Context: an optimization exercise on an open-source flow, tuned for small area, a short achievable clock period and few clock cycles per item. The choices shown serve that exercise and are no tape-out recipe.

Design cordi_arch, start of the top module:
module cordi_arch
(
	input [15:0] theta,
	input bgn,
	input clk,
	input rst_b,
	output [15:0] cos,
	output fin
);
==> flow/config.mk <==
export PLATFORM = sky130hd
export DESIGN_NAME = cordi_arch
export DESIGN_NICKNAME = cordi_arch
export VERILOG_FILES = /design/flow/design.v
export SDC_FILE = /design/flow/constraint.sdc
export NUM_CORES = 4
export LEC_CHECK = 0
export ABC_AREA = 1
export CAP_MARGIN = 20
export CORE_MARGIN = 2
export CORE_UTILIZATION = 40
export GPL_TIMING_DRIVEN = 0
export SLEW_MARGIN = 20
==> flow/constraint.sdc <==
create_clock -name core_clock -period 10.0 [get_ports {clk}]
set_input_delay 2.0000 -clock core_clock [delete_from_list [all_inputs] [get_ports {clk}]]
set_output_delay 2.0000 -clock core_clock [all_outputs]
set_load 0.01 [all_outputs]
standard.sh (not shown) runs the stock make flow with config.mk's settings and CLKGATE_MAP_FILE= SYNTH_SCRIPT=/design/flow/synth_recipe.tcl, a recipe that flattens the netlist after the stock synthesis.
==> flow/flow/run.sh <==
#!/bin/bash
# Standard ORFS layout; repair_timing aims for a larger setup margin.
set -euo pipefail
bash standard.sh SETUP_SLACK_MARGIN=6.5 finish > standard_flow.log 2>&1
The starting point finished clean.
Change:
==> flow/flow/run.sh (replaced) <==
#!/bin/bash
# Standard ORFS layout, with port buffers of a faster cell and repair_timing
# aiming for a larger setup margin.
set -euo pipefail
bash standard.sh "BUFFER_PORTS_ARGS=-buffer_cell sky130_fd_sc_hd__buf_4" SETUP_SLACK_MARGIN=6.9 finish > standard_flow.log 2>&1
Cell count is higher by 2.2%. Global-route usage stays flat. Via count rises by 3.3%. Worst setup slack improves by 0.31 ns. First-iteration DRC count increases by 20%. Clock-buffer cell count rose by 1. Wire length grows by 3.4%. Critical path depth climbs by 19.
Change:
==> flow/flow/run.sh (replaced) <==
#!/bin/bash
# Standard ORFS layout; repair_timing aims for a larger setup margin.
set -euo pipefail
bash standard.sh SETUP_SLACK_MARGIN=7.3 finish > standard_flow.log 2>&1
Outcome: The changed run ran to the end with no violations. Synthesized area is unchanged. Clock skew stays flat. First-iteration DRC count climbs by 26%. Wire length increases by 8.2%.
Function was not checked in any run of this note: the RTL went through the layout flow alone.


The RTL this note starts from:
==> flow/design.v <==
module cordi_arch
(
	input [15:0] theta,
	input bgn,
	input clk,
	input rst_b,
	output [15:0] cos,
	output fin
);
reg [15:0] x, y, z;
reg [3:0] i;
reg busy, first, last, fin_r;
reg n1;
reg xsub;
reg [3:0] hsx, lsx, hsy, lsy;
wire [3:0] in = busy ? i + {3'd0, i == 4'd0} + 4'd1 : 4'd0;
wire [3:0] hn = 4'b0001 << in[3:2];
wire [3:0] ln = 4'b0001 << in[1:0];
wire neg = z[15];
wire [15:0] atan = (i == 4'd0) ? ((neg ^ n1) ? 16'h1498 : 16'h4ff0) :
                   (i == 4'd1) ? 16'h1dac :
                   (i == 4'd2) ? 16'h0fae :
                   (i == 4'd3) ? 16'h07f5 :
                   (i == 4'd4) ? 16'h03ff : (16'h4000 >> i);
function [15:0] ash;
	input [15:0] v;
	input [3:0] h, l;
	reg [15:0] m;
	integer j;
	begin
		for (j = 0; j < 16; j = j + 1)
			m[j] = (h[0] & v[j]) | (h[1] & v[j+4 > 15 ? 15 : j+4]) |
			       (h[2] & v[j+8 > 15 ? 15 : j+8]) | (h[3] & v[j+12 > 15 ? 15 : j+12]);
		for (j = 0; j < 16; j = j + 1)
			ash[j] = (l[0] & m[j]) | (l[1] & m[j+1 > 15 ? 15 : j+1]) |
			         (l[2] & m[j+2 > 15 ? 15 : j+2]) | (l[3] & m[j+3 > 15 ? 15 : j+3]);
	end
endfunction
wire [15:0] ysc = ash(y ^ {16{xsub}}, hsx, lsx);
wire [15:0] xsc = ash(x ^ {16{neg}}, ~hsy, ~lsy);
wire [16:0] x_sum = {x, 1'b1} + {ysc, xsub};
wire [16:0] y_sum = {y, 1'b1} + {xsc, neg};
wire [16:0] z_sum = {z, 1'b1} + {atan ^ {16{~neg}}, ~neg};
wire [15:0] x_add = x_sum[16:1];
wire [15:0] y_add = y_sum[16:1];
wire [15:0] z_add = z_sum[16:1];
wire [15:0] z_nxt = busy ? z_add : theta;
wire busy_nxt = busy ? ~last : bgn;
wire [15:0] x2 = neg ? (n1 ? 16'd4974 : 16'd14924) : (n1 ? 16'd14923 : 16'd4975);
wire [15:0] y2 = neg ? (n1 ? -16'sd14923 : -16'sd4975) : (n1 ? 16'd4975 : 16'd14923);
function lt15;
	input [14:0] t, c;
	reg eq;
	integer k;
	begin
		lt15 = 1'b0;
		eq = 1'b1;
		for (k = 14; k >= 0; k = k - 1) begin
			lt15 = lt15 | (eq & c[k] & ~t[k]);
			eq = eq & ~(c[k] ^ t[k]);
		end
	end
endfunction
wire n1_nxt = theta[15] ? lt15(theta[14:0], 15'h4dbc) : lt15(theta[14:0], 15'h3244);
always @(posedge clk) begin
	x <= first ? x2 : x_add;
	y <= first ? y2 : ((busy & ~last) ? y_add : 16'h0000);
	z <= z_nxt;
	xsub <= ~z_nxt[15] & busy_nxt;
	n1 <= n1_nxt;
	i <= in;
	hsx <= hn; lsx <= ln;
	hsy <= ~hn; lsy <= ~ln;
	first <= bgn & ~busy;
	last <= busy & (i == 4'd14);
end
always @(posedge clk or negedge rst_b) begin
	if (!rst_b) begin
		busy <= 1'b0;
		fin_r <= 1'b0;
	end else begin
		busy <= busy_nxt;
		fin_r <= busy & last;
	end
end
assign cos = x;
assign fin = fin_r;
endmodule
Settings: LEC_CHECK=0, ABC_AREA=1, CAP_MARGIN=20, CORE_MARGIN=2, CORE_UTILIZATION=65, CTS_BUF_LIST=sky130_fd_sc_hd__clkbuf_8, CTS_CLUSTER_SIZE=30, GPL_TIMING_DRIVEN=0, SLEW_MARGIN=20, TNS_END_PERCENT=0; clock period 10.0 ns.
==> flow/flow/run.sh <==
#!/bin/bash
# Standard ORFS layout, with buf_2 port buffers and repair_timing aiming for a
# larger setup margin (on the worst path only: TNS_END_PERCENT 0 in config.mk).
set -euo pipefail
bash standard.sh "BUFFER_PORTS_ARGS=-buffer_cell sky130_fd_sc_hd__buf_2" SETUP_SLACK_MARGIN=6.9 finish > standard_flow.log 2>&1
Change:
==> flow/flow/run.sh (replaced) <==
#!/bin/bash
# Standard ORFS layout, with buf_2 port buffers and repair_timing aiming for a
# larger setup margin (on the worst path only: TNS_END_PERCENT 0 in config.mk).
set -euo pipefail
bash standard.sh "BUFFER_PORTS_ARGS=-buffer_cell sky130_fd_sc_hd__buf_2" SETUP_SLACK_MARGIN=7.1 finish > standard_flow.log 2>&1
--- a/flow/config.mk
+++ b/flow/config.mk
@@ -9,5 +9,5 @@
 export CAP_MARGIN = 20
 export CORE_MARGIN = 2
-export CORE_UTILIZATION = 65
+export CORE_UTILIZATION = 40
 export CTS_BUF_LIST = sky130_fd_sc_hd__clkbuf_8
 export CTS_CLUSTER_SIZE = 30
=> First-iteration DRC count falls by a quarter to a third; register-to-register slack gets better by 0.12 ns; cell area rises by roughly a tenth; maximum frequency grows slightly; area after synthesis is unchanged; critical path depth went down by 17; hold slack gets better by 0.035 ns.
Change:
==> flow/flow/run.sh (replaced) <==
#!/bin/bash
# Standard ORFS layout, with buf_2 port buffers and repair_timing aiming for a
# larger setup margin (on the worst path only: TNS_END_PERCENT 0 in config.mk).
set -euo pipefail
bash standard.sh "BUFFER_PORTS_ARGS=-buffer_cell sky130_fd_sc_hd__buf_2" SETUP_SLACK_MARGIN=6.9 finish > standard_flow.log 2>&1
--- a/flow/config.mk
+++ b/flow/config.mk
@@ -10,6 +10,4 @@
 export CORE_MARGIN = 2
 export CORE_UTILIZATION = 40
-export CTS_BUF_LIST = sky130_fd_sc_hd__clkbuf_8
-export CTS_CLUSTER_SIZE = 30
 export GPL_TIMING_DRIVEN = 0
 export SLEW_MARGIN = 20
The changed run ran to the end with no violations.
Critical path depth does not change.
Routed wire length drops by a few percent.
Cell count drops slightly.
Synthesized cell count does not change.
Synthesized area is unchanged.
Sequential share of layout area climbs by 1.1 points.
Maximum frequency drops slightly.
Die area stays the same.
Worst hold slack gets worse by 0.0063 ns.
Sequential cell count does not change.
Global-route usage drops by 0.44 points.
Change:
==> flow/flow/run.sh (replaced) <==
#!/bin/bash
# Standard ORFS layout; repair_timing aims for a larger setup margin.
set -euo pipefail
bash standard.sh SETUP_SLACK_MARGIN=6.9 finish > standard_flow.log 2>&1
The new run completed with no timing, DRC or antenna violations.
Fmax came out lower by a little under a tenth.
Global-route usage went up by 0.23 points.
Non-clock buffer count drops by 9.
Utilization shrinks by 0.71 points.
Critical path depth stays the same.
Register-to-register slack loses 0.18 ns.
Wire length shrinks slightly.
First-iteration DRC count decreases by about a fifth.
Change:
==> flow/flow/run.sh (replaced) <==
#!/bin/bash
# Standard ORFS layout, with buf_2 port buffers and repair_timing aiming for a
# larger setup margin (on the worst path only: TNS_END_PERCENT 0 in config.mk).
set -euo pipefail
bash standard.sh "BUFFER_PORTS_ARGS=-buffer_cell sky130_fd_sc_hd__buf_2" SETUP_SLACK_MARGIN=6.9 finish > standard_flow.log 2>&1
--- a/flow/config.mk
+++ b/flow/config.mk
@@ -10,4 +10,6 @@
 export CORE_MARGIN = 2
 export CORE_UTILIZATION = 40
+export CTS_BUF_LIST = sky130_fd_sc_hd__clkbuf_8
+export CTS_CLUSTER_SIZE = 30
 export GPL_TIMING_DRIVEN = 0
 export SLEW_MARGIN = 20
Outcome: The new run finished clean; maximum frequency climbs by roughly a tenth; wire length rose slightly; critical path depth stays the same; final cell count grows slightly; first-iteration DRC count came out higher by about a fifth.
Function was not checked in any run of this note: the RTL went through the layout flow alone.

## separate check: timing with driven ports
The results above use ideal ports. As a check the final layouts listed here were re-extracted and re-timed, cells and wires unchanged. Step 1 (the two cells are an assumption about what drives the block):
set clk [get_ports {clk}]
set_driving_cell -lib_cell sky130_fd_sc_hd__clkbuf_16 $clk
set_driving_cell -lib_cell sky130_fd_sc_hd__buf_2 [delete_from_list [all_inputs] $clk]
Step 2 moves the port delays by t, midway between the first and last clock arrival at a register: inputs arrive t later, outputs are due t later. That takes back most of the time a late clock gives input paths. Slacks: no drivers / after step 1 / after step 2; pairs: no drivers / after step 1.
run | shift t [ns] | slack for setup (ns) | worst slew at a driven data input, ns
the first run of note 1 | 0.385 | 6.618 / 6.574 / 6.358 | 0.04
the second run of note 1 | 0.386 | 6.930 / 6.911 / 6.577 | 0.06
the third run of note 1 | 0.388 | 6.931 / 6.931 / 6.778 | 0.06
the first run of note 2 | 0.405 | 6.955 / 6.925 / 6.896 | 0.03
the second run of note 2 | 0.416 | 6.974 / 6.937 / 6.922 | 0.03
the third run of note 2 | 0.385 | 6.922 / 6.881 / 6.925 | 0.03
the fourth run of note 2 | 0.388 | 6.660 / 6.618 / 6.567 | 0.04
the fifth run of note 2 | 0.414 | 6.970 / 6.934 / 6.935 | 0.03
After both steps setup and hold are still met in every run listed. For the second run of note 1, which loses most, drivers alone change the setup slack by -0.019 ns; drivers and shift together by -0.353 ns.
